Background: an optimization exercise with open tools, aiming at small area. Do not read the settings as production practice.
At most, simulation tests tie the RTL to the original design; equivalence was not proved.
Function not checked in run 2: the RTL went through the layout flow alone.

## flow/design.v (module list and top-level ports; edited modules follow where they fit)
// module Cordic: 5144 lines
// module FA: 6 lines
// module XO: 5 lines
// module HA: 6 lines
module Cordic(clk,rst,phase_step,xin,yin,xout,yout);
  // ...
==> flow/run.sh <==
#!/bin/bash
# synth_recipe.tcl (not shown) runs the flow's synth.tcl, then flattens the netlist and writes it again
# the make line also repeats each setting of config.mk as NAME=value (left out here)
make -C /OpenROAD-flow-scripts/flow DESIGN_CONFIG=/design/flow/config.mk WORK_HOME=/design/flow/orfs CLKGATE_MAP_FILE= SYNTH_SCRIPT=/design/flow/synth_recipe.tcl finish
==> flow/config.mk <==
export PLATFORM = sky130hd
export DESIGN_NAME = Cordic
export DESIGN_NICKNAME = Cordic
export VERILOG_FILES = /design/flow/design.v
export SDC_FILE = /design/flow/constraint.sdc
export NUM_CORES = 4
export LEC_CHECK = 0
export CAP_MARGIN = 20
export CORE_MARGIN = 2
export CORE_UTILIZATION = 70
export CTS_CLUSTER_DIAMETER = 80
export CTS_CLUSTER_SIZE = 25
export SLEW_MARGIN = 20
export SYNTH_HIERARCHICAL = 1
export SYNTH_MINIMUM_KEEP_SIZE = 0
==> flow/constraint.sdc <==
create_clock -name core_clock -period 5.0 [get_ports {clk}]
set_input_delay 1.0000 -clock core_clock [delete_from_list [all_inputs] [get_ports {clk}]]
set_output_delay 1.0000 -clock core_clock [all_outputs]
set_load 0.01 [all_outputs]
==> results_dict.tcl, run 1 <==
set metrics [dict create \
    antenna_found_initial 0 \
    globalplace.congestion 0.902 \
    yosysSeqAreaShare_pct 38.6 \
    timing.hold.ws_ns 0.320 \
    die_width_um 327 \
    largest_register "phase_acc" \
    worstSetupStartpointType "flip-flop" \
    initialDrtViolationCount 2696 \
    startpoint "Z11[20]$_DFF_P_" \
    r2r-start "Z11[20]$_DFF_P_" \
    nFillCells 7024 \
    dp_cells 7702 \
    design_area_mm2 0.0791 \
    muxShareOfSynthArea_pct 0.508 \
    final_common_cell "dfxtp_1" \
    path_depth 15 \
    drc_errors 0 \
    first_global_vias 45600 \
    synth.distinct_cells 79 \
    finalCritPeriodShare_pct 97.3 \
    crit_buf_inv 1 \
    rsz0062_at_grt "true" \
    r2r_cells 15 \
    hpwl_um 111000 \
    crit_top_cell "fa_1" \
    buffer_area_share_pct 2.86 \
    nMultiInputCombCells 4425 \
    r2r_slack_ns 0.14 \
    holdPathStages 0 \
    status "no timing/DRC/antenna violations" \
    path_cells "xnor2_1 -> fa_2 -> fa_1 -> fa_1 -> fa_1 -> fa_1 -> fa_1 -> fa_2 -> o221ai_1 -> o21bai_2 -> or2_2 -> or3_1 -> a21o_1 -> inv_1 -> xor2_1" \
    postPlaceCellArea_mm2 0.0766 \
    drv_cap 0 \
    synth_xor_area_share_pct 15.3 \
    pre_cts_slack_ns -0.389 \
    drt_first_pass_iters 6 \
    grt-busiest-layer "met2" \
    top_layer_used "met4" \
    clockBufferDepth 3 \
    die_h_um 327 \
    wl_um 140000 \
    synth_flop_cell "dfxtp_1" \
    rows 118 \
    cts_tree "done" \
]
==> run 2, diff against run 1 <==
--- a/flow/design.v
+++ b/flow/design.v
@@ -3954,22 +3954,19 @@
 wire ax14_c4;
 FA ax14_f3 (.a(X14[3]), .b(~(Y14[17] ^ d14)), .c(ax14_c3), .s(ax14_s[3]), .co(ax14_c4));
 wire ax14_c5;
 FA ax14_f4 (.a(X14[4]), .b(~(Y14[18] ^ d14)), .c(ax14_c4), .s(ax14_s[4]), .co(ax14_c5));
 wire ax14_c6;
 FA ax14_f5 (.a(X14[5]), .b(~(Y14[19] ^ d14)), .c(ax14_c5), .s(ax14_s[5]), .co(ax14_c6));
 wire ax14_c7;
 FA ax14_f6 (.a(X14[6]), .b(~(Y14[20] ^ d14)), .c(ax14_c6), .s(ax14_s[6]), .co(ax14_c7));
-wire ax14_z7;
-wire ax14_k8;
-HA ax14_h7 (.a(X14[7]), .b(~(Y14[21] ^ d14)), .s(ax14_z7), .co(ax14_k8));
-XO ax14_x7 (.a(ax14_z7), .b(ax14_c7), .y(ax14_s[7]));
-wire ax14_bc1 = ax14_k8 | (ax14_c7 & (X14[7] | ~(Y14[21] ^ d14)));
-wire ax14_g = ax14_bc1 ^ ~(Y14[21] ^ d14);
+wire ax14_c8;
+FA ax14_f7 (.a(X14[7]), .b(~(Y14[21] ^ d14)), .c(ax14_c7), .s(ax14_s[7]), .co(ax14_c8));
+wire ax14_g = ax14_c8 ^ ~(Y14[21] ^ d14);
 XO ax14_x8 (.a(X14[8]), .b(ax14_g), .y(ax14_s[8]));
 wire ax14_W9 = X14[8] ^ ~(Y14[21] ^ d14);
 wire ax14_f9 = ax14_g & ax14_W9;
 XO ax14_x9 (.a(X14[9]), .b(ax14_f9), .y(ax14_s[9]));
 wire ax14_W10 = ax14_W9 & (X14[9] ^ ~(Y14[21] ^ d14));
 wire ax14_f10 = ax14_g & ax14_W10;
 XO ax14_x10 (.a(X14[10]), .b(ax14_f10), .y(ax14_s[10]));
 wire ax14_W11 = ax14_W10 & (X14[10] ^ ~(Y14[21] ^ d14));
@@ -4015,22 +4012,19 @@
 wire ay14_c4;
 FA ay14_f3 (.a(Y14[3]), .b((X14[17] ^ d14)), .c(ay14_c3), .s(ay14_s[3]), .co(ay14_c4));
 wire ay14_c5;
 FA ay14_f4 (.a(Y14[4]), .b((X14[18] ^ d14)), .c(ay14_c4), .s(ay14_s[4]), .co(ay14_c5));
 wire ay14_c6;
 FA ay14_f5 (.a(Y14[5]), .b((X14[19] ^ d14)), .c(ay14_c5), .s(ay14_s[5]), .co(ay14_c6));
 wire ay14_c7;
 FA ay14_f6 (.a(Y14[6]), .b((X14[20] ^ d14)), .c(ay14_c6), .s(ay14_s[6]), .co(ay14_c7));
-wire ay14_z7;
-wire ay14_k8;
-HA ay14_h7 (.a(Y14[7]), .b((X14[21] ^ d14)), .s(ay14_z7), .co(ay14_k8));
-XO ay14_x7 (.a(ay14_z7), .b(ay14_c7), .y(ay14_s[7]));
-wire ay14_bc1 = ay14_k8 | (ay14_c7 & (Y14[7] | (X14[21] ^ d14)));
-wire ay14_g = ay14_bc1 ^ (X14[21] ^ d14);
+wire ay14_c8;
+FA ay14_f7 (.a(Y14[7]), .b((X14[21] ^ d14)), .c(ay14_c7), .s(ay14_s[7]), .co(ay14_c8));
+wire ay14_g = ay14_c8 ^ (X14[21] ^ d14);
 XO ay14_x8 (.a(Y14[8]), .b(ay14_g), .y(ay14_s[8]));
 wire ay14_W9 = Y14[8] ^ (X14[21] ^ d14);
 wire ay14_f9 = ay14_g & ay14_W9;
 XO ay14_x9 (.a(Y14[9]), .b(ay14_f9), .y(ay14_s[9]));
 wire ay14_W10 = ay14_W9 & (Y14[9] ^ (X14[21] ^ d14));
 wire ay14_f10 = ay14_g & ay14_W10;
 XO ay14_x10 (.a(Y14[10]), .b(ay14_f10), .y(ay14_s[10]));
 wire ay14_W11 = ay14_W10 & (Y14[10] ^ (X14[21] ^ d14));
@@ -4151,22 +4145,21 @@
 wire ax15_c4;
 FA ax15_f3 (.a(X15[3]), .b(~(Y15[18] ^ d15)), .c(ax15_c3), .s(ax15_s[3]), .co(ax15_c4));
 wire ax15_c5;
 FA ax15_f4 (.a(X15[4]), .b(~(Y15[19] ^ d15)), .c(ax15_c4), .s(ax15_s[4]), .co(ax15_c5));
 wire ax15_c6;
 FA ax15_f5 (.a(X15[5]), .b(~(Y15[20] ^ d15)), .c(ax15_c5), .s(ax15_s[5]), .co(ax15_c6));
 wire ax15_c7;
 FA ax15_f6 (.a(X15[6]), .b(~(Y15[21] ^ d15)), .c(ax15_c6), .s(ax15_s[6]), .co(ax15_c7));
-wire ax15_g = ax15_c7 ^ ~(Y15[21] ^ d15);
-XO ax15_x7 (.a(X15[7]), .b(ax15_g), .y(ax15_s[7]));
-wire ax15_W8 = X15[7] ^ ~(Y15[21] ^ d15);
-wire ax15_f8 = ax15_g & ax15_W8;
-XO ax15_x8 (.a(X15[8]), .b(ax15_f8), .y(ax15_s[8]));
-wire ax15_W9 = ax15_W8 & (X15[8] ^ ~(Y15[21] ^ d15));
+wire ax15_c8;
+FA ax15_f7 (.a(X15[7]), .b(~(Y15[21] ^ d15)), .c(ax15_c7), .s(ax15_s[7]), .co(ax15_c8));
+wire ax15_g = ax15_c8 ^ ~(Y15[21] ^ d15);
+XO ax15_x8 (.a(X15[8]), .b(ax15_g), .y(ax15_s[8]));
+wire ax15_W9 = X15[8] ^ ~(Y15[21] ^ d15);
 wire ax15_f9 = ax15_g & ax15_W9;
 XO ax15_x9 (.a(X15[9]), .b(ax15_f9), .y(ax15_s[9]));
 wire ax15_W10 = ax15_W9 & (X15[9] ^ ~(Y15[21] ^ d15));
 wire ax15_f10 = ax15_g & ax15_W10;
 XO ax15_x10 (.a(X15[10]), .b(ax15_f10), .y(ax15_s[10]));
 wire ax15_W11 = ax15_W10 & (X15[10] ^ ~(Y15[21] ^ d15));
 wire ax15_f11 = ax15_g & ax15_W11;
 XO ax15_x11 (.a(X15[11]), .b(ax15_f11), .y(ax15_s[11]));
@@ -4210,22 +4203,21 @@
 wire ay15_c4;
 FA ay15_f3 (.a(Y15[3]), .b((X15[18] ^ d15)), .c(ay15_c3), .s(ay15_s[3]), .co(ay15_c4));
 wire ay15_c5;
 FA ay15_f4 (.a(Y15[4]), .b((X15[19] ^ d15)), .c(ay15_c4), .s(ay15_s[4]), .co(ay15_c5));
 wire ay15_c6;
 FA ay15_f5 (.a(Y15[5]), .b((X15[20] ^ d15)), .c(ay15_c5), .s(ay15_s[5]), .co(ay15_c6));
 wire ay15_c7;
 FA ay15_f6 (.a(Y15[6]), .b((X15[21] ^ d15)), .c(ay15_c6), .s(ay15_s[6]), .co(ay15_c7));
-wire ay15_g = ay15_c7 ^ (X15[21] ^ d15);
-XO ay15_x7 (.a(Y15[7]), .b(ay15_g), .y(ay15_s[7]));
-wire ay15_W8 = Y15[7] ^ (X15[21] ^ d15);
-wire ay15_f8 = ay15_g & ay15_W8;
-XO ay15_x8 (.a(Y15[8]), .b(ay15_f8), .y(ay15_s[8]));
-wire ay15_W9 = ay15_W8 & (Y15[8] ^ (X15[21] ^ d15));
+wire ay15_c8;
+FA ay15_f7 (.a(Y15[7]), .b((X15[21] ^ d15)), .c(ay15_c7), .s(ay15_s[7]), .co(ay15_c8));
+wire ay15_g = ay15_c8 ^ (X15[21] ^ d15);
+XO ay15_x8 (.a(Y15[8]), .b(ay15_g), .y(ay15_s[8]));
+wire ay15_W9 = Y15[8] ^ (X15[21] ^ d15);
 wire ay15_f9 = ay15_g & ay15_W9;
 XO ay15_x9 (.a(Y15[9]), .b(ay15_f9), .y(ay15_s[9]));
 wire ay15_W10 = ay15_W9 & (Y15[9] ^ (X15[21] ^ d15));
 wire ay15_f10 = ay15_g & ay15_W10;
 XO ay15_x10 (.a(Y15[10]), .b(ay15_f10), .y(ay15_s[10]));
 wire ay15_W11 = ay15_W10 & (Y15[10] ^ (X15[21] ^ d15));
 wire ay15_f11 = ay15_g & ay15_W11;
 XO ay15_x11 (.a(Y15[11]), .b(ay15_f11), .y(ay15_s[11]));
@@ -4336,25 +4328,23 @@
 wire ax16_c3;
 FA ax16_f2 (.a(X16[2]), .b(~(Y16[18] ^ d16)), .c(ax16_c2), .s(ax16_s[2]), .co(ax16_c3));
 wire ax16_c4;
 FA ax16_f3 (.a(X16[3]), .b(~(Y16[19] ^ d16)), .c(ax16_c3), .s(ax16_s[3]), .co(ax16_c4));
 wire ax16_c5;
 FA ax16_f4 (.a(X16[4]), .b(~(Y16[20] ^ d16)), .c(ax16_c4), .s(ax16_s[4]), .co(ax16_c5));
 wire ax16_c6;
 FA ax16_f5 (.a(X16[5]), .b(~(Y16[21] ^ d16)), .c(ax16_c5), .s(ax16_s[5]), .co(ax16_c6));
-wire ax16_g = ax16_c6 ^ ~(Y16[21] ^ d16);
-XO ax16_x6 (.a(X16[6]), .b(ax16_g), .y(ax16_s[6]));
-wire ax16_W7 = X16[6] ^ ~(Y16[21] ^ d16);
-wire ax16_f7 = ax16_g & ax16_W7;
-XO ax16_x7 (.a(X16[7]), .b(ax16_f7), .y(ax16_s[7]));
-wire ax16_W8 = ax16_W7 & (X16[7] ^ ~(Y16[21] ^ d16));
-wire ax16_f8 = ax16_g & ax16_W8;
-XO ax16_x8 (.a(X16[8]), .b(ax16_f8), .y(ax16_s[8]));
-wire ax16_W9 = ax16_W8 & (X16[8] ^ ~(Y16[21] ^ d16));
+wire ax16_c7;
+FA ax16_f6 (.a(X16[6]), .b(~(Y16[21] ^ d16)), .c(ax16_c6), .s(ax16_s[6]), .co(ax16_c7));
+wire ax16_c8;
+FA ax16_f7 (.a(X16[7]), .b(~(Y16[21] ^ d16)), .c(ax16_c7), .s(ax16_s[7]), .co(ax16_c8));
+wire ax16_g = ax16_c8 ^ ~(Y16[21] ^ d16);
+XO ax16_x8 (.a(X16[8]), .b(ax16_g), .y(ax16_s[8]));
+wire ax16_W9 = X16[8] ^ ~(Y16[21] ^ d16);
 wire ax16_f9 = ax16_g & ax16_W9;
 XO ax16_x9 (.a(X16[9]), .b(ax16_f9), .y(ax16_s[9]));
 wire ax16_W10 = ax16_W9 & (X16[9] ^ ~(Y16[21] ^ d16));
 wire ax16_f10 = ax16_g & ax16_W10;
 XO ax16_x10 (.a(X16[10]), .b(ax16_f10), .y(ax16_s[10]));
 wire ax16_W11 = ax16_W10 & (X16[10] ^ ~(Y16[21] ^ d16));
 wire ax16_f11 = ax16_g & ax16_W11;
 XO ax16_x11 (.a(X16[11]), .b(ax16_f11), .y(ax16_s[11]));
@@ -4396,25 +4386,23 @@
 wire ay16_c3;
 FA ay16_f2 (.a(Y16[2]), .b((X16[18] ^ d16)), .c(ay16_c2), .s(ay16_s[2]), .co(ay16_c3));
 wire ay16_c4;
 FA ay16_f3 (.a(Y16[3]), .b((X16[19] ^ d16)), .c(ay16_c3), .s(ay16_s[3]), .co(ay16_c4));
 wire ay16_c5;
 FA ay16_f4 (.a(Y16[4]), .b((X16[20] ^ d16)), .c(ay16_c4), .s(ay16_s[4]), .co(ay16_c5));
 wire ay16_c6;
 FA ay16_f5 (.a(Y16[5]), .b((X16[21] ^ d16)), .c(ay16_c5), .s(ay16_s[5]), .co(ay16_c6));
-wire ay16_g = ay16_c6 ^ (X16[21] ^ d16);
-XO ay16_x6 (.a(Y16[6]), .b(ay16_g), .y(ay16_s[6]));
-wire ay16_W7 = Y16[6] ^ (X16[21] ^ d16);
-wire ay16_f7 = ay16_g & ay16_W7;
-XO ay16_x7 (.a(Y16[7]), .b(ay16_f7), .y(ay16_s[7]));
-wire ay16_W8 = ay16_W7 & (Y16[7] ^ (X16[21] ^ d16));
-wire ay16_f8 = ay16_g & ay16_W8;
-XO ay16_x8 (.a(Y16[8]), .b(ay16_f8), .y(ay16_s[8]));
-wire ay16_W9 = ay16_W8 & (Y16[8] ^ (X16[21] ^ d16));
+wire ay16_c7;
+FA ay16_f6 (.a(Y16[6]), .b((X16[21] ^ d16)), .c(ay16_c6), .s(ay16_s[6]), .co(ay16_c7));
+wire ay16_c8;
+FA ay16_f7 (.a(Y16[7]), .b((X16[21] ^ d16)), .c(ay16_c7), .s(ay16_s[7]), .co(ay16_c8));
+wire ay16_g = ay16_c8 ^ (X16[21] ^ d16);
+XO ay16_x8 (.a(Y16[8]), .b(ay16_g), .y(ay16_s[8]));
+wire ay16_W9 = Y16[8] ^ (X16[21] ^ d16);
 wire ay16_f9 = ay16_g & ay16_W9;
 XO ay16_x9 (.a(Y16[9]), .b(ay16_f9), .y(ay16_s[9]));
 wire ay16_W10 = ay16_W9 & (Y16[9] ^ (X16[21] ^ d16));
 wire ay16_f10 = ay16_g & ay16_W10;
 XO ay16_x10 (.a(Y16[10]), .b(ay16_f10), .y(ay16_s[10]));
 wire ay16_W11 = ay16_W10 & (Y16[10] ^ (X16[21] ^ d16));
 wire ay16_f11 = ay16_g & ay16_W11;
 XO ay16_x11 (.a(Y16[11]), .b(ay16_f11), .y(ay16_s[11]));
@@ -4518,28 +4506,25 @@
 wire ax17_c2;
 FA ax17_f1 (.a(X17[1]), .b(~(Y17[18] ^ d17)), .c(ax17_c1), .s(ax17_s[1]), .co(ax17_c2));
 wire ax17_c3;
 FA ax17_f2 (.a(X17[2]), .b(~(Y17[19] ^ d17)), .c(ax17_c2), .s(ax17_s[2]), .co(ax17_c3));
 wire ax17_c4;
 FA ax17_f3 (.a(X17[3]), .b(~(Y17[20] ^ d17)), .c(ax17_c3), .s(ax17_s[3]), .co(ax17_c4));
 wire ax17_c5;
 FA ax17_f4 (.a(X17[4]), .b(~(Y17[21] ^ d17)), .c(ax17_c4), .s(ax17_s[4]), .co(ax17_c5));
-wire ax17_g = ax17_c5 ^ ~(Y17[21] ^ d17);
-XO ax17_x5 (.a(X17[5]), .b(ax17_g), .y(ax17_s[5]));
-wire ax17_W6 = X17[5] ^ ~(Y17[21] ^ d17);
-wire ax17_f6 = ax17_g & ax17_W6;
-XO ax17_x6 (.a(X17[6]), .b(ax17_f6), .y(ax17_s[6]));
-wire ax17_W7 = ax17_W6 & (X17[6] ^ ~(Y17[21] ^ d17));
-wire ax17_f7 = ax17_g & ax17_W7;
-XO ax17_x7 (.a(X17[7]), .b(ax17_f7), .y(ax17_s[7]));
-wire ax17_W8 = ax17_W7 & (X17[7] ^ ~(Y17[21] ^ d17));
-wire ax17_f8 = ax17_g & ax17_W8;
-XO ax17_x8 (.a(X17[8]), .b(ax17_f8), .y(ax17_s[8]));
-wire ax17_W9 = ax17_W8 & (X17[8] ^ ~(Y17[21] ^ d17));
+wire ax17_c6;
+FA ax17_f5 (.a(X17[5]), .b(~(Y17[21] ^ d17)), .c(ax17_c5), .s(ax17_s[5]), .co(ax17_c6));
+wire ax17_c7;
+FA ax17_f6 (.a(X17[6]), .b(~(Y17[21] ^ d17)), .c(ax17_c6), .s(ax17_s[6]), .co(ax17_c7));
+wire ax17_c8;
+FA ax17_f7 (.a(X17[7]), .b(~(Y17[21] ^ d17)), .c(ax17_c7), .s(ax17_s[7]), .co(ax17_c8));
+wire ax17_g = ax17_c8 ^ ~(Y17[21] ^ d17);
+XO ax17_x8 (.a(X17[8]), .b(ax17_g), .y(ax17_s[8]));
+wire ax17_W9 = X17[8] ^ ~(Y17[21] ^ d17);
 wire ax17_f9 = ax17_g & ax17_W9;
 XO ax17_x9 (.a(X17[9]), .b(ax17_f9), .y(ax17_s[9]));
 wire ax17_W10 = ax17_W9 & (X17[9] ^ ~(Y17[21] ^ d17));
 wire ax17_f10 = ax17_g & ax17_W10;
 XO ax17_x10 (.a(X17[10]), .b(ax17_f10), .y(ax17_s[10]));
 wire ax17_W11 = ax17_W10 & (X17[10] ^ ~(Y17[21] ^ d17));
 wire ax17_f11 = ax17_g & ax17_W11;
 XO ax17_x11 (.a(X17[11]), .b(ax17_f11), .y(ax17_s[11]));
@@ -4579,28 +4564,25 @@
 wire ay17_c2;
 FA ay17_f1 (.a(Y17[1]), .b((X17[18] ^ d17)), .c(ay17_c1), .s(ay17_s[1]), .co(ay17_c2));
 wire ay17_c3;
 FA ay17_f2 (.a(Y17[2]), .b((X17[19] ^ d17)), .c(ay17_c2), .s(ay17_s[2]), .co(ay17_c3));
 wire ay17_c4;
 FA ay17_f3 (.a(Y17[3]), .b((X17[20] ^ d17)), .c(ay17_c3), .s(ay17_s[3]), .co(ay17_c4));
 wire ay17_c5;
 FA ay17_f4 (.a(Y17[4]), .b((X17[21] ^ d17)), .c(ay17_c4), .s(ay17_s[4]), .co(ay17_c5));
-wire ay17_g = ay17_c5 ^ (X17[21] ^ d17);
-XO ay17_x5 (.a(Y17[5]), .b(ay17_g), .y(ay17_s[5]));
-wire ay17_W6 = Y17[5] ^ (X17[21] ^ d17);
-wire ay17_f6 = ay17_g & ay17_W6;
-XO ay17_x6 (.a(Y17[6]), .b(ay17_f6), .y(ay17_s[6]));
-wire ay17_W7 = ay17_W6 & (Y17[6] ^ (X17[21] ^ d17));
-wire ay17_f7 = ay17_g & ay17_W7;
-XO ay17_x7 (.a(Y17[7]), .b(ay17_f7), .y(ay17_s[7]));
-wire ay17_W8 = ay17_W7 & (Y17[7] ^ (X17[21] ^ d17));
-wire ay17_f8 = ay17_g & ay17_W8;
-XO ay17_x8 (.a(Y17[8]), .b(ay17_f8), .y(ay17_s[8]));
-wire ay17_W9 = ay17_W8 & (Y17[8] ^ (X17[21] ^ d17));
+wire ay17_c6;
+FA ay17_f5 (.a(Y17[5]), .b((X17[21] ^ d17)), .c(ay17_c5), .s(ay17_s[5]), .co(ay17_c6));
+wire ay17_c7;
+FA ay17_f6 (.a(Y17[6]), .b((X17[21] ^ d17)), .c(ay17_c6), .s(ay17_s[6]), .co(ay17_c7));
+wire ay17_c8;
+FA ay17_f7 (.a(Y17[7]), .b((X17[21] ^ d17)), .c(ay17_c7), .s(ay17_s[7]), .co(ay17_c8));
+wire ay17_g = ay17_c8 ^ (X17[21] ^ d17);
+XO ay17_x8 (.a(Y17[8]), .b(ay17_g), .y(ay17_s[8]));
+wire ay17_W9 = Y17[8] ^ (X17[21] ^ d17);
 wire ay17_f9 = ay17_g & ay17_W9;
 XO ay17_x9 (.a(Y17[9]), .b(ay17_f9), .y(ay17_s[9]));
 wire ay17_W10 = ay17_W9 & (Y17[9] ^ (X17[21] ^ d17));
 wire ay17_f10 = ay17_g & ay17_W10;
 XO ay17_x10 (.a(Y17[10]), .b(ay17_f10), .y(ay17_s[10]));
 wire ay17_W11 = ay17_W10 & (Y17[10] ^ (X17[21] ^ d17));
 wire ay17_f11 = ay17_g & ay17_W11;
 XO ay17_x11 (.a(Y17[11]), .b(ay17_f11), .y(ay17_s[11]));
@@ -4696,31 +4678,27 @@
 wire ax18_c1;
 FA ax18_f0 (.a(X18[0]), .b(~(Y18[18] ^ d18)), .c(nd18), .s(ax18_s[0]), .co(ax18_c1));
 wire ax18_c2;
 FA ax18_f1 (.a(X18[1]), .b(~(Y18[19] ^ d18)), .c(ax18_c1), .s(ax18_s[1]), .co(ax18_c2));
 wire ax18_c3;
 FA ax18_f2 (.a(X18[2]), .b(~(Y18[20] ^ d18)), .c(ax18_c2), .s(ax18_s[2]), .co(ax18_c3));
 wire ax18_c4;
 FA ax18_f3 (.a(X18[3]), .b(~(Y18[21] ^ d18)), .c(ax18_c3), .s(ax18_s[3]), .co(ax18_c4));
-wire ax18_g = ax18_c4 ^ ~(Y18[21] ^ d18);
-XO ax18_x4 (.a(X18[4]), .b(ax18_g), .y(ax18_s[4]));
-wire ax18_W5 = X18[4] ^ ~(Y18[21] ^ d18);
-wire ax18_f5 = ax18_g & ax18_W5;
-XO ax18_x5 (.a(X18[5]), .b(ax18_f5), .y(ax18_s[5]));
-wire ax18_W6 = ax18_W5 & (X18[5] ^ ~(Y18[21] ^ d18));
-wire ax18_f6 = ax18_g & ax18_W6;
-XO ax18_x6 (.a(X18[6]), .b(ax18_f6), .y(ax18_s[6]));
-wire ax18_W7 = ax18_W6 & (X18[6] ^ ~(Y18[21] ^ d18));
-wire ax18_f7 = ax18_g & ax18_W7;
-XO ax18_x7 (.a(X18[7]), .b(ax18_f7), .y(ax18_s[7]));
-wire ax18_W8 = ax18_W7 & (X18[7] ^ ~(Y18[21] ^ d18));
-wire ax18_f8 = ax18_g & ax18_W8;
-XO ax18_x8 (.a(X18[8]), .b(ax18_f8), .y(ax18_s[8]));
-wire ax18_W9 = ax18_W8 & (X18[8] ^ ~(Y18[21] ^ d18));
+wire ax18_c5;
+FA ax18_f4 (.a(X18[4]), .b(~(Y18[21] ^ d18)), .c(ax18_c4), .s(ax18_s[4]), .co(ax18_c5));
+wire ax18_c6;
+FA ax18_f5 (.a(X18[5]), .b(~(Y18[21] ^ d18)), .c(ax18_c5), .s(ax18_s[5]), .co(ax18_c6));
+wire ax18_c7;
+FA ax18_f6 (.a(X18[6]), .b(~(Y18[21] ^ d18)), .c(ax18_c6), .s(ax18_s[6]), .co(ax18_c7));
+wire ax18_c8;
+FA ax18_f7 (.a(X18[7]), .b(~(Y18[21] ^ d18)), .c(ax18_c7), .s(ax18_s[7]), .co(ax18_c8));
+wire ax18_g = ax18_c8 ^ ~(Y18[21] ^ d18);
+XO ax18_x8 (.a(X18[8]), .b(ax18_g), .y(ax18_s[8]));
+wire ax18_W9 = X18[8] ^ ~(Y18[21] ^ d18);
 wire ax18_f9 = ax18_g & ax18_W9;
 XO ax18_x9 (.a(X18[9]), .b(ax18_f9), .y(ax18_s[9]));
 wire ax18_W10 = ax18_W9 & (X18[9] ^ ~(Y18[21] ^ d18));
 wire ax18_f10 = ax18_g & ax18_W10;
 XO ax18_x10 (.a(X18[10]), .b(ax18_f10), .y(ax18_s[10]));
 wire ax18_W11 = ax18_W10 & (X18[10] ^ ~(Y18[21] ^ d18));
 wire ax18_f11 = ax18_g & ax18_W11;
 XO ax18_x11 (.a(X18[11]), .b(ax18_f11), .y(ax18_s[11]));
@@ -4758,31 +4736,27 @@
 wire ay18_c1;
 FA ay18_f0 (.a(Y18[0]), .b((X18[18] ^ d18)), .c(d18), .s(ay18_s[0]), .co(ay18_c1));
 wire ay18_c2;
 FA ay18_f1 (.a(Y18[1]), .b((X18[19] ^ d18)), .c(ay18_c1), .s(ay18_s[1]), .co(ay18_c2));
 wire ay18_c3;
 FA ay18_f2 (.a(Y18[2]), .b((X18[20] ^ d18)), .c(ay18_c2), .s(ay18_s[2]), .co(ay18_c3));
 wire ay18_c4;
 FA ay18_f3 (.a(Y18[3]), .b((X18[21] ^ d18)), .c(ay18_c3), .s(ay18_s[3]), .co(ay18_c4));
-wire ay18_g = ay18_c4 ^ (X18[21] ^ d18);
-XO ay18_x4 (.a(Y18[4]), .b(ay18_g), .y(ay18_s[4]));
-wire ay18_W5 = Y18[4] ^ (X18[21] ^ d18);
-wire ay18_f5 = ay18_g & ay18_W5;
-XO ay18_x5 (.a(Y18[5]), .b(ay18_f5), .y(ay18_s[5]));
-wire ay18_W6 = ay18_W5 & (Y18[5] ^ (X18[21] ^ d18));
-wire ay18_f6 = ay18_g & ay18_W6;
-XO ay18_x6 (.a(Y18[6]), .b(ay18_f6), .y(ay18_s[6]));
-wire ay18_W7 = ay18_W6 & (Y18[6] ^ (X18[21] ^ d18));
-wire ay18_f7 = ay18_g & ay18_W7;
-XO ay18_x7 (.a(Y18[7]), .b(ay18_f7), .y(ay18_s[7]));
-wire ay18_W8 = ay18_W7 & (Y18[7] ^ (X18[21] ^ d18));
-wire ay18_f8 = ay18_g & ay18_W8;
-XO ay18_x8 (.a(Y18[8]), .b(ay18_f8), .y(ay18_s[8]));
-wire ay18_W9 = ay18_W8 & (Y18[8] ^ (X18[21] ^ d18));
+wire ay18_c5;
+FA ay18_f4 (.a(Y18[4]), .b((X18[21] ^ d18)), .c(ay18_c4), .s(ay18_s[4]), .co(ay18_c5));
+wire ay18_c6;
+FA ay18_f5 (.a(Y18[5]), .b((X18[21] ^ d18)), .c(ay18_c5), .s(ay18_s[5]), .co(ay18_c6));
+wire ay18_c7;
+FA ay18_f6 (.a(Y18[6]), .b((X18[21] ^ d18)), .c(ay18_c6), .s(ay18_s[6]), .co(ay18_c7));
+wire ay18_c8;
+FA ay18_f7 (.a(Y18[7]), .b((X18[21] ^ d18)), .c(ay18_c7), .s(ay18_s[7]), .co(ay18_c8));
+wire ay18_g = ay18_c8 ^ (X18[21] ^ d18);
+XO ay18_x8 (.a(Y18[8]), .b(ay18_g), .y(ay18_s[8]));
+wire ay18_W9 = Y18[8] ^ (X18[21] ^ d18);
 wire ay18_f9 = ay18_g & ay18_W9;
 XO ay18_x9 (.a(Y18[9]), .b(ay18_f9), .y(ay18_s[9]));
 wire ay18_W10 = ay18_W9 & (Y18[9] ^ (X18[21] ^ d18));
 wire ay18_f10 = ay18_g & ay18_W10;
 XO ay18_x10 (.a(Y18[10]), .b(ay18_f10), .y(ay18_s[10]));
 wire ay18_W11 = ay18_W10 & (Y18[10] ^ (X18[21] ^ d18));
 wire ay18_f11 = ay18_g & ay18_W11;
 XO ay18_x11 (.a(Y18[11]), .b(ay18_f11), .y(ay18_s[11]));
@@ -4870,34 +4844,29 @@
 wire nd19 = ~d19;
 wire [21:0] ax19_s;
 wire ax19_c1;
 FA ax19_f0 (.a(X19[0]), .b(~(Y19[19] ^ d19)), .c(nd19), .s(ax19_s[0]), .co(ax19_c1));
 wire ax19_c2;
 FA ax19_f1 (.a(X19[1]), .b(~(Y19[20] ^ d19)), .c(ax19_c1), .s(ax19_s[1]), .co(ax19_c2));
 wire ax19_c3;
 FA ax19_f2 (.a(X19[2]), .b(~(Y19[21] ^ d19)), .c(ax19_c2), .s(ax19_s[2]), .co(ax19_c3));
-wire ax19_g = ax19_c3 ^ ~(Y19[21] ^ d19);
-XO ax19_x3 (.a(X19[3]), .b(ax19_g), .y(ax19_s[3]));
-wire ax19_W4 = X19[3] ^ ~(Y19[21] ^ d19);
-wire ax19_f4 = ax19_g & ax19_W4;
-XO ax19_x4 (.a(X19[4]), .b(ax19_f4), .y(ax19_s[4]));
-wire ax19_W5 = ax19_W4 & (X19[4] ^ ~(Y19[21] ^ d19));
-wire ax19_f5 = ax19_g & ax19_W5;
-XO ax19_x5 (.a(X19[5]), .b(ax19_f5), .y(ax19_s[5]));
-wire ax19_W6 = ax19_W5 & (X19[5] ^ ~(Y19[21] ^ d19));
-wire ax19_f6 = ax19_g & ax19_W6;
-XO ax19_x6 (.a(X19[6]), .b(ax19_f6), .y(ax19_s[6]));
-wire ax19_W7 = ax19_W6 & (X19[6] ^ ~(Y19[21] ^ d19));
-wire ax19_f7 = ax19_g & ax19_W7;
-XO ax19_x7 (.a(X19[7]), .b(ax19_f7), .y(ax19_s[7]));
-wire ax19_W8 = ax19_W7 & (X19[7] ^ ~(Y19[21] ^ d19));
-wire ax19_f8 = ax19_g & ax19_W8;
-XO ax19_x8 (.a(X19[8]), .b(ax19_f8), .y(ax19_s[8]));
-wire ax19_W9 = ax19_W8 & (X19[8] ^ ~(Y19[21] ^ d19));
+wire ax19_c4;
+FA ax19_f3 (.a(X19[3]), .b(~(Y19[21] ^ d19)), .c(ax19_c3), .s(ax19_s[3]), .co(ax19_c4));
+wire ax19_c5;
+FA ax19_f4 (.a(X19[4]), .b(~(Y19[21] ^ d19)), .c(ax19_c4), .s(ax19_s[4]), .co(ax19_c5));
+wire ax19_c6;
+FA ax19_f5 (.a(X19[5]), .b(~(Y19[21] ^ d19)), .c(ax19_c5), .s(ax19_s[5]), .co(ax19_c6));
+wire ax19_c7;
+FA ax19_f6 (.a(X19[6]), .b(~(Y19[21] ^ d19)), .c(ax19_c6), .s(ax19_s[6]), .co(ax19_c7));
+wire ax19_c8;
+FA ax19_f7 (.a(X19[7]), .b(~(Y19[21] ^ d19)), .c(ax19_c7), .s(ax19_s[7]), .co(ax19_c8));
+wire ax19_g = ax19_c8 ^ ~(Y19[21] ^ d19);
+XO ax19_x8 (.a(X19[8]), .b(ax19_g), .y(ax19_s[8]));
+wire ax19_W9 = X19[8] ^ ~(Y19[21] ^ d19);
 wire ax19_f9 = ax19_g & ax19_W9;
 XO ax19_x9 (.a(X19[9]), .b(ax19_f9), .y(ax19_s[9]));
 wire ax19_W10 = ax19_W9 & (X19[9] ^ ~(Y19[21] ^ d19));
 wire ax19_f10 = ax19_g & ax19_W10;
 XO ax19_x10 (.a(X19[10]), .b(ax19_f10), .y(ax19_s[10]));
 wire ax19_W11 = ax19_W10 & (X19[10] ^ ~(Y19[21] ^ d19));
 wire ax19_f11 = ax19_g & ax19_W11;
 XO ax19_x11 (.a(X19[11]), .b(ax19_f11), .y(ax19_s[11]));
@@ -4933,34 +4902,29 @@
 XO ax19_x21 (.a(X19[21]), .b(ax19_f21), .y(ax19_s[21]));
 wire [21:0] ay19_s;
 wire ay19_c1;
 FA ay19_f0 (.a(Y19[0]), .b((X19[19] ^ d19)), .c(d19), .s(ay19_s[0]), .co(ay19_c1));
 wire ay19_c2;
 FA ay19_f1 (.a(Y19[1]), .b((X19[20] ^ d19)), .c(ay19_c1), .s(ay19_s[1]), .co(ay19_c2));
 wire ay19_c3;
 FA ay19_f2 (.a(Y19[2]), .b((X19[21] ^ d19)), .c(ay19_c2), .s(ay19_s[2]), .co(ay19_c3));
-wire ay19_g = ay19_c3 ^ (X19[21] ^ d19);
-XO ay19_x3 (.a(Y19[3]), .b(ay19_g), .y(ay19_s[3]));
-wire ay19_W4 = Y19[3] ^ (X19[21] ^ d19);
-wire ay19_f4 = ay19_g & ay19_W4;
-XO ay19_x4 (.a(Y19[4]), .b(ay19_f4), .y(ay19_s[4]));
-wire ay19_W5 = ay19_W4 & (Y19[4] ^ (X19[21] ^ d19));
-wire ay19_f5 = ay19_g & ay19_W5;
-XO ay19_x5 (.a(Y19[5]), .b(ay19_f5), .y(ay19_s[5]));
-wire ay19_W6 = ay19_W5 & (Y19[5] ^ (X19[21] ^ d19));
-wire ay19_f6 = ay19_g & ay19_W6;
-XO ay19_x6 (.a(Y19[6]), .b(ay19_f6), .y(ay19_s[6]));
-wire ay19_W7 = ay19_W6 & (Y19[6] ^ (X19[21] ^ d19));
-wire ay19_f7 = ay19_g & ay19_W7;
-XO ay19_x7 (.a(Y19[7]), .b(ay19_f7), .y(ay19_s[7]));
-wire ay19_W8 = ay19_W7 & (Y19[7] ^ (X19[21] ^ d19));
-wire ay19_f8 = ay19_g & ay19_W8;
-XO ay19_x8 (.a(Y19[8]), .b(ay19_f8), .y(ay19_s[8]));
-wire ay19_W9 = ay19_W8 & (Y19[8] ^ (X19[21] ^ d19));
+wire ay19_c4;
+FA ay19_f3 (.a(Y19[3]), .b((X19[21] ^ d19)), .c(ay19_c3), .s(ay19_s[3]), .co(ay19_c4));
+wire ay19_c5;
+FA ay19_f4 (.a(Y19[4]), .b((X19[21] ^ d19)), .c(ay19_c4), .s(ay19_s[4]), .co(ay19_c5));
+wire ay19_c6;
+FA ay19_f5 (.a(Y19[5]), .b((X19[21] ^ d19)), .c(ay19_c5), .s(ay19_s[5]), .co(ay19_c6));
+wire ay19_c7;
+FA ay19_f6 (.a(Y19[6]), .b((X19[21] ^ d19)), .c(ay19_c6), .s(ay19_s[6]), .co(ay19_c7));
+wire ay19_c8;
+FA ay19_f7 (.a(Y19[7]), .b((X19[21] ^ d19)), .c(ay19_c7), .s(ay19_s[7]), .co(ay19_c8));
+wire ay19_g = ay19_c8 ^ (X19[21] ^ d19);
+XO ay19_x8 (.a(Y19[8]), .b(ay19_g), .y(ay19_s[8]));
+wire ay19_W9 = Y19[8] ^ (X19[21] ^ d19);
 wire ay19_f9 = ay19_g & ay19_W9;
 XO ay19_x9 (.a(Y19[9]), .b(ay19_f9), .y(ay19_s[9]));
 wire ay19_W10 = ay19_W9 & (Y19[9] ^ (X19[21] ^ d19));
 wire ay19_f10 = ay19_g & ay19_W10;
 XO ay19_x10 (.a(Y19[10]), .b(ay19_f10), .y(ay19_s[10]));
 wire ay19_W11 = ay19_W10 & (Y19[10] ^ (X19[21] ^ d19));
 wire ay19_f11 = ay19_g & ay19_W11;
 XO ay19_x11 (.a(Y19[11]), .b(ay19_f11), .y(ay19_s[11]));
@@ -5010,37 +4974,31 @@
 always @(posedge clk) Z20 <= Z19[11] ^ nd19 ^ zs_cm;
 wire d20 = Z20;
 wire nd20 = ~d20;
 wire [21:0] ax20_s;
 wire ax20_c1;
 FA ax20_f0 (.a(X20[0]), .b(~(Y20[20] ^ d20)), .c(nd20), .s(ax20_s[0]), .co(ax20_c1));
 wire ax20_c2;
 FA ax20_f1 (.a(X20[1]), .b(~(Y20[21] ^ d20)), .c(ax20_c1), .s(ax20_s[1]), .co(ax20_c2));
-wire ax20_g = ax20_c2 ^ ~(Y20[21] ^ d20);
-XO ax20_x2 (.a(X20[2]), .b(ax20_g), .y(ax20_s[2]));
-wire ax20_W3 = X20[2] ^ ~(Y20[21] ^ d20);
-wire ax20_f3 = ax20_g & ax20_W3;
-XO ax20_x3 (.a(X20[3]), .b(ax20_f3), .y(ax20_s[3]));
-wire ax20_W4 = ax20_W3 & (X20[3] ^ ~(Y20[21] ^ d20));
-wire ax20_f4 = ax20_g & ax20_W4;
-XO ax20_x4 (.a(X20[4]), .b(ax20_f4), .y(ax20_s[4]));
-wire ax20_W5 = ax20_W4 & (X20[4] ^ ~(Y20[21] ^ d20));
-wire ax20_f5 = ax20_g & ax20_W5;
-XO ax20_x5 (.a(X20[5]), .b(ax20_f5), .y(ax20_s[5]));
-wire ax20_W6 = ax20_W5 & (X20[5] ^ ~(Y20[21] ^ d20));
-wire ax20_f6 = ax20_g & ax20_W6;
-XO ax20_x6 (.a(X20[6]), .b(ax20_f6), .y(ax20_s[6]));
-wire ax20_W7 = ax20_W6 & (X20[6] ^ ~(Y20[21] ^ d20));
-wire ax20_f7 = ax20_g & ax20_W7;
-XO ax20_x7 (.a(X20[7]), .b(ax20_f7), .y(ax20_s[7]));
-wire ax20_W8 = ax20_W7 & (X20[7] ^ ~(Y20[21] ^ d20));
-wire ax20_f8 = ax20_g & ax20_W8;
-XO ax20_x8 (.a(X20[8]), .b(ax20_f8), .y(ax20_s[8]));
-wire ax20_W9 = ax20_W8 & (X20[8] ^ ~(Y20[21] ^ d20));
+wire ax20_c3;
+FA ax20_f2 (.a(X20[2]), .b(~(Y20[21] ^ d20)), .c(ax20_c2), .s(ax20_s[2]), .co(ax20_c3));
+wire ax20_c4;
+FA ax20_f3 (.a(X20[3]), .b(~(Y20[21] ^ d20)), .c(ax20_c3), .s(ax20_s[3]), .co(ax20_c4));
+wire ax20_c5;
+FA ax20_f4 (.a(X20[4]), .b(~(Y20[21] ^ d20)), .c(ax20_c4), .s(ax20_s[4]), .co(ax20_c5));
+wire ax20_c6;
+FA ax20_f5 (.a(X20[5]), .b(~(Y20[21] ^ d20)), .c(ax20_c5), .s(ax20_s[5]), .co(ax20_c6));
+wire ax20_c7;
+FA ax20_f6 (.a(X20[6]), .b(~(Y20[21] ^ d20)), .c(ax20_c6), .s(ax20_s[6]), .co(ax20_c7));
+wire ax20_c8;
+FA ax20_f7 (.a(X20[7]), .b(~(Y20[21] ^ d20)), .c(ax20_c7), .s(ax20_s[7]), .co(ax20_c8));
+wire ax20_g = ax20_c8 ^ ~(Y20[21] ^ d20);
+XO ax20_x8 (.a(X20[8]), .b(ax20_g), .y(ax20_s[8]));
+wire ax20_W9 = X20[8] ^ ~(Y20[21] ^ d20);
 wire ax20_f9 = ax20_g & ax20_W9;
 XO ax20_x9 (.a(X20[9]), .b(ax20_f9), .y(ax20_s[9]));
 wire ax20_W10 = ax20_W9 & (X20[9] ^ ~(Y20[21] ^ d20));
 wire ax20_f10 = ax20_g & ax20_W10;
 XO ax20_x10 (.a(X20[10]), .b(ax20_f10), .y(ax20_s[10]));
 wire ax20_W11 = ax20_W10 & (X20[10] ^ ~(Y20[21] ^ d20));
 wire ax20_f11 = ax20_g & ax20_W11;
 XO ax20_x11 (.a(X20[11]), .b(ax20_f11), .y(ax20_s[11]));
@@ -5074,37 +5032,31 @@
 wire ax20_W21 = ax20_W20 & (X20[20] ^ ~(Y20[21] ^ d20));
 wire ax20_f21 = ax20_g & ax20_W21;
 XO ax20_x21 (.a(X20[21]), .b(ax20_f21), .y(ax20_s[21]));
 wire [21:0] ay20_s;
 wire ay20_c1;
 FA ay20_f0 (.a(Y20[0]), .b((X20[20] ^ d20)), .c(d20), .s(ay20_s[0]), .co(ay20_c1));
 wire ay20_c2;
 FA ay20_f1 (.a(Y20[1]), .b((X20[21] ^ d20)), .c(ay20_c1), .s(ay20_s[1]), .co(ay20_c2));
-wire ay20_g = ay20_c2 ^ (X20[21] ^ d20);
-XO ay20_x2 (.a(Y20[2]), .b(ay20_g), .y(ay20_s[2]));
-wire ay20_W3 = Y20[2] ^ (X20[21] ^ d20);
-wire ay20_f3 = ay20_g & ay20_W3;
-XO ay20_x3 (.a(Y20[3]), .b(ay20_f3), .y(ay20_s[3]));
-wire ay20_W4 = ay20_W3 & (Y20[3] ^ (X20[21] ^ d20));
-wire ay20_f4 = ay20_g & ay20_W4;
-XO ay20_x4 (.a(Y20[4]), .b(ay20_f4), .y(ay20_s[4]));
-wire ay20_W5 = ay20_W4 & (Y20[4] ^ (X20[21] ^ d20));
-wire ay20_f5 = ay20_g & ay20_W5;
-XO ay20_x5 (.a(Y20[5]), .b(ay20_f5), .y(ay20_s[5]));
-wire ay20_W6 = ay20_W5 & (Y20[5] ^ (X20[21] ^ d20));
-wire ay20_f6 = ay20_g & ay20_W6;
-XO ay20_x6 (.a(Y20[6]), .b(ay20_f6), .y(ay20_s[6]));
-wire ay20_W7 = ay20_W6 & (Y20[6] ^ (X20[21] ^ d20));
-wire ay20_f7 = ay20_g & ay20_W7;
-XO ay20_x7 (.a(Y20[7]), .b(ay20_f7), .y(ay20_s[7]));
-wire ay20_W8 = ay20_W7 & (Y20[7] ^ (X20[21] ^ d20));
-wire ay20_f8 = ay20_g & ay20_W8;
-XO ay20_x8 (.a(Y20[8]), .b(ay20_f8), .y(ay20_s[8]));
-wire ay20_W9 = ay20_W8 & (Y20[8] ^ (X20[21] ^ d20));
+wire ay20_c3;
+FA ay20_f2 (.a(Y20[2]), .b((X20[21] ^ d20)), .c(ay20_c2), .s(ay20_s[2]), .co(ay20_c3));
+wire ay20_c4;
+FA ay20_f3 (.a(Y20[3]), .b((X20[21] ^ d20)), .c(ay20_c3), .s(ay20_s[3]), .co(ay20_c4));
+wire ay20_c5;
+FA ay20_f4 (.a(Y20[4]), .b((X20[21] ^ d20)), .c(ay20_c4), .s(ay20_s[4]), .co(ay20_c5));
+wire ay20_c6;
+FA ay20_f5 (.a(Y20[5]), .b((X20[21] ^ d20)), .c(ay20_c5), .s(ay20_s[5]), .co(ay20_c6));
+wire ay20_c7;
+FA ay20_f6 (.a(Y20[6]), .b((X20[21] ^ d20)), .c(ay20_c6), .s(ay20_s[6]), .co(ay20_c7));
+wire ay20_c8;
+FA ay20_f7 (.a(Y20[7]), .b((X20[21] ^ d20)), .c(ay20_c7), .s(ay20_s[7]), .co(ay20_c8));
+wire ay20_g = ay20_c8 ^ (X20[21] ^ d20);
+XO ay20_x8 (.a(Y20[8]), .b(ay20_g), .y(ay20_s[8]));
+wire ay20_W9 = Y20[8] ^ (X20[21] ^ d20);
 wire ay20_f9 = ay20_g & ay20_W9;
 XO ay20_x9 (.a(Y20[9]), .b(ay20_f9), .y(ay20_s[9]));
 wire ay20_W10 = ay20_W9 & (Y20[9] ^ (X20[21] ^ d20));
 wire ay20_f10 = ay20_g & ay20_W10;
 XO ay20_x10 (.a(Y20[10]), .b(ay20_f10), .y(ay20_s[10]));
 wire ay20_W11 = ay20_W10 & (Y20[10] ^ (X20[21] ^ d20));
 wire ay20_f11 = ay20_g & ay20_W11;
 XO ay20_x11 (.a(Y20[11]), .b(ay20_f11), .y(ay20_s[11]));
==> flow/config.mk (replaced) <==
export PLATFORM = sky130hd
export DESIGN_NAME = Cordic
export DESIGN_NICKNAME = Cordic
export VERILOG_FILES = /design/flow/design.v
export SDC_FILE = /design/flow/constraint.sdc
export NUM_CORES = 4
export LEC_CHECK = 0
export CAP_MARGIN = 20
export CORE_MARGIN = 2
export CORE_UTILIZATION = 70
export CTS_CLUSTER_DIAMETER = 100
export CTS_CLUSTER_SIZE = 30
export SLEW_MARGIN = 20
export SYNTH_HIERARCHICAL = 1
export SYNTH_MINIMUM_KEEP_SIZE = 0
==> run 2 against run 1 <==
Clock-buffer cell count fell by 19. Non-clock buffer count up 19. Worst setup slack got worse by 0.0073 ns. Register-to-register slack barely moved. Final area shrank 0.32%. Critical path depth decreased by 2. Global-route usage fell by 0.17 points. Wire length fell by 1.3%. Synthesized cell count down 1.8%. Cell count decreased by 1.5%. Clock skew fell by 0.0067 ns.
==> results_dict.tcl, run 2 <==
set metrics [dict create \
    synth.area.top_cells "dfxtp_1, fa_1, xor2_1" \
    cts_tree "done" \
    clock-sinks 1412 \
    clockBufferDepth 3 \
    r2r_cells 13 \
    syn_inst 6115 \
    globalplace.congestion 0.870 \
    ioPinCount 110 \
    drv_cap 0 \
    holdPathStages 0 \
    cts_buffers 53 \
    required_ns 5.62 \
    die_h_um 327 \
    die_width_um 327 \
    num_vias 43500 \
    initialDrtViolationCount 2774 \
    first_global_vias 45600 \
    netlist_area_mm2 0.0730 \
    worstSetupEndpointType "flip-flop" \
    finalCritPeriodShare_pct 97.4 \
    core_region_area_mm2 0.103 \
    clock_latency_ns 0.71 \
    yosysWarningCount 7 \
    design_area_mm2 0.0789 \
    largest_reg_flops 32 \
    synth.distinct_cells 83 \
    r2r_slack_ns 0.13 \
    yosysSeqAreaShare_pct 38.7 \
    final_cell_mix "dfxtp_1, xor2_1, fa_1, ha_1, xnor2_1" \
    async_flop_share_pct 0 \
    drc_errors 0 \
    wl_um 138000 \
    cp_max_fo 8 \
    antenna_found_initial 1 \
    antenna_cells 0 \
    nFillCells 6867 \
    synth_seq_cells 1412 \
    rows 118 \
    initial_utilization_pct 70.6 \
    synth_flop_cell "dfxtp_1" \
    grtUsageTotal_pct 26.6 \
    fmax_mhz 205 \
    antenna_left 0 \
    worstSetupStartpointType "flip-flop" \
    path_clk_slew_ns 0.11 \
    crit_type "flip-flop to flip-flop" \
    avgSynthCellArea_um2 11.9 \
    dieArea_mm2 0.107 \
    startpoint "Z9[22]$_DFF_P_" \
    r2r-start "Z9[22]$_DFF_P_" \
    setup_viol 0 \
    postPlaceCellArea_mm2 0.0768 \
    synth_edf_count 0 \
    min_period_ns 4.87 \
    numPortBuffers 109 \
    drv_slew 0 \
    status "no timing/DRC/antenna violations" \
    synth_top_area_share_pct 38.7 \
    r2r-end "X10[21]$_DFF_P_" \
    clockRootBuffer "clkbuf_16" \
    synthMostInstantiatedCell "dfxtp_1" \
    hold_viol_final 0 \
    grt-ovfl-total 0 \
    grt_first_pass_wirelength_um 232000 \
    cts_max_level 2 \
    hold_path_end "Z1[11]$_DFF_P_" \
    clock_skew_ns 0.0174 \
    grt_max_degree 64 \
    synth_top_area_cell "dfxtp_1" \
    ctsHoldBuffers 0 \
    viasPerCell 5.63 \
    reg_top3 "phase_acc: 32 flops, Z0: 31 flops" \
    final_common_cell "dfxtp_1" \
    timing.hold.ws_ns 0.333 \
    drt_first_pass_iters 5 \
    synth_commonest_cells "dfxtp_1, xor2_1, fa_1" \
    post_route_cells_drive_above_1_share_pct 7.24 \
    largest_register "phase_acc" \
    relSlewSlack_pct 28.9 \
    syn_to_final_growth_pct 8.00 \
    finish.net_count 7617 \
    tightestPinTransition_ns 1.06 \
    routedWlPerCell_um 17.9 \
    hpwl_um 110000 \
    holdCritStartpoint "Z0[11]$_DFF_P_" \
    hp-class "flip-flop to flip-flop" \
    critPathArrivalTime_ns 5.49 \
]
## run 2: modules after synthesis (local to each module, per instance)
module	flip-flops and latches	cell area, µm²	copies in the design
Cordic	1412	46400	1
FA	0	20.0	836
HA	0	12.5	386
XO	0	8.76	582
## run 2: worst max path at each step
| stage | to | slack [ns] | cells after the start |
|---|---|---|---|
| after floorplan | X10[21]$_DFF_P_ | -0.09 | 17 |
| after global placement | phase_acc[30]$_SDFF_PP0_ | -0.36 | 16 |
| after detailed placement | phase_acc[30]$_SDFF_PP0_ | -0.40 | 16 |
| after CTS | Y17[21]$_DFF_P_ | 0.0004 | 14 |
| after global routing | Y17[19]$_DFF_P_ | -0.07 | 15 |
| final | X10[21]$_DFF_P_ | 0.13 | 13 |
## run 2: metrics by stage
stage / util (%) / TNS [ns] / worst slack, ns / instances
floorplan: - / -0.107 / -0.0856 / 6125
global placement: 74.2 / -1.56 / -0.355 / 7621
detailed placement: 74.2 / -3.21 / -0.399 / 7621
CTS: 75.7 / 0 / 0.000433 / 7700
global route: 76.2 / -0.262 / -0.0685 / 7723
finish: 76.2 / 0 / 0.128 / 7723
## run 2: worst max-delay path, stage by stage (launching register included)
cell	delay [ns]
dfxtp_4	0.46
inv_1	0.21
fa_1	0.44
fa_2	0.35
fa_2	0.35
fa_2	0.38
fa_2	0.35
fa_2	0.37
fa_2	0.44
a31o_4	0.28
or2_1	0.29
or4_4	0.45
o32ai_2	0.24
xor2_1	0.20
## run 2: area by class of cell
class / instances / area [µm²] / share of cell area (%)
Clock buffer: 68 / 1430 / 1.81
Timing Repair Buffer: 271 / 2410 / 3.06
Multi-Input combinational cell: 4328 / 43900 / 55.6
Inverter: 259 / 1020 / 1.30
Sequential cell: 1412 / 28400 / 35.9
Tap cell: 1380 / 1730 / 2.19
Clock inverter: 5 / 71.3 / 0.0904
## run 2: cell families (layout without fill, tap and decap cells)
kind of cell	count (synthesis)	count (layout)	synth area share, %
compound gates	636	636	5.57
buf+inv	385	603	2.05
xor+xnor	1214	1214	14.6
mux	32	32	0.451
flops	1412	1412	38.7
fa+ha+maj	1226	1226	29.6
simple gates	1209	1209	9.03
other cells	1	11	0.00513
## run 2: routing by layer
layer | GRT usage [%] | part of all wire (%)
met5 | 0 | 0
met4 | 6.74 | 2.5
met3 | 3.07 | 4.2
met2 | 44.6 | 48
met1 | 37.3 | 45
## run 2: repair_timing
item	CTS	global route
gates resized for setup	12	90
setup buffers	6	23
pin swaps	1	15
endpoints found under the setup margin	26	127

==> static timing again, ports no longer ideal <==
Ports are ideal in the flow. The routed layouts listed here were re-timed in OpenROAD. Step 1, drivers: a clkbuf_16 drives clk and a buf_2 each remaining input, both assumed. Step 2 also shifts input and output timing later by t, the mid clock arrival at the registers, as if the neighbouring blocks saw the same clock. Three values: ideal, step 1, step 2; two values: the first two.
| run | shift t [ns] | setup WS [ns] | hold WS [ns] | clock arrival spread, ns | worst data-port slew with drivers (ns) |
|---|---|---|---|---|---|
| run 1 | 0.728 | 0.135 / 0.135 / -0.359 | 0.320 / 0.320 / 0.320 | 0.037 / 0.036 | 0.05 |
| run 2 | 0.768 | 0.128 / 0.128 / -0.355 | 0.333 / 0.333 / 0.333 | 0.020 / 0.019 | 0.05 |
With both steps, setup timing fails in run 1 and run 2, where it was met with ideal ports. For run 1, which loses most, drivers alone change the setup slack by 0.000 ns; drivers and shift together by -0.494 ns.
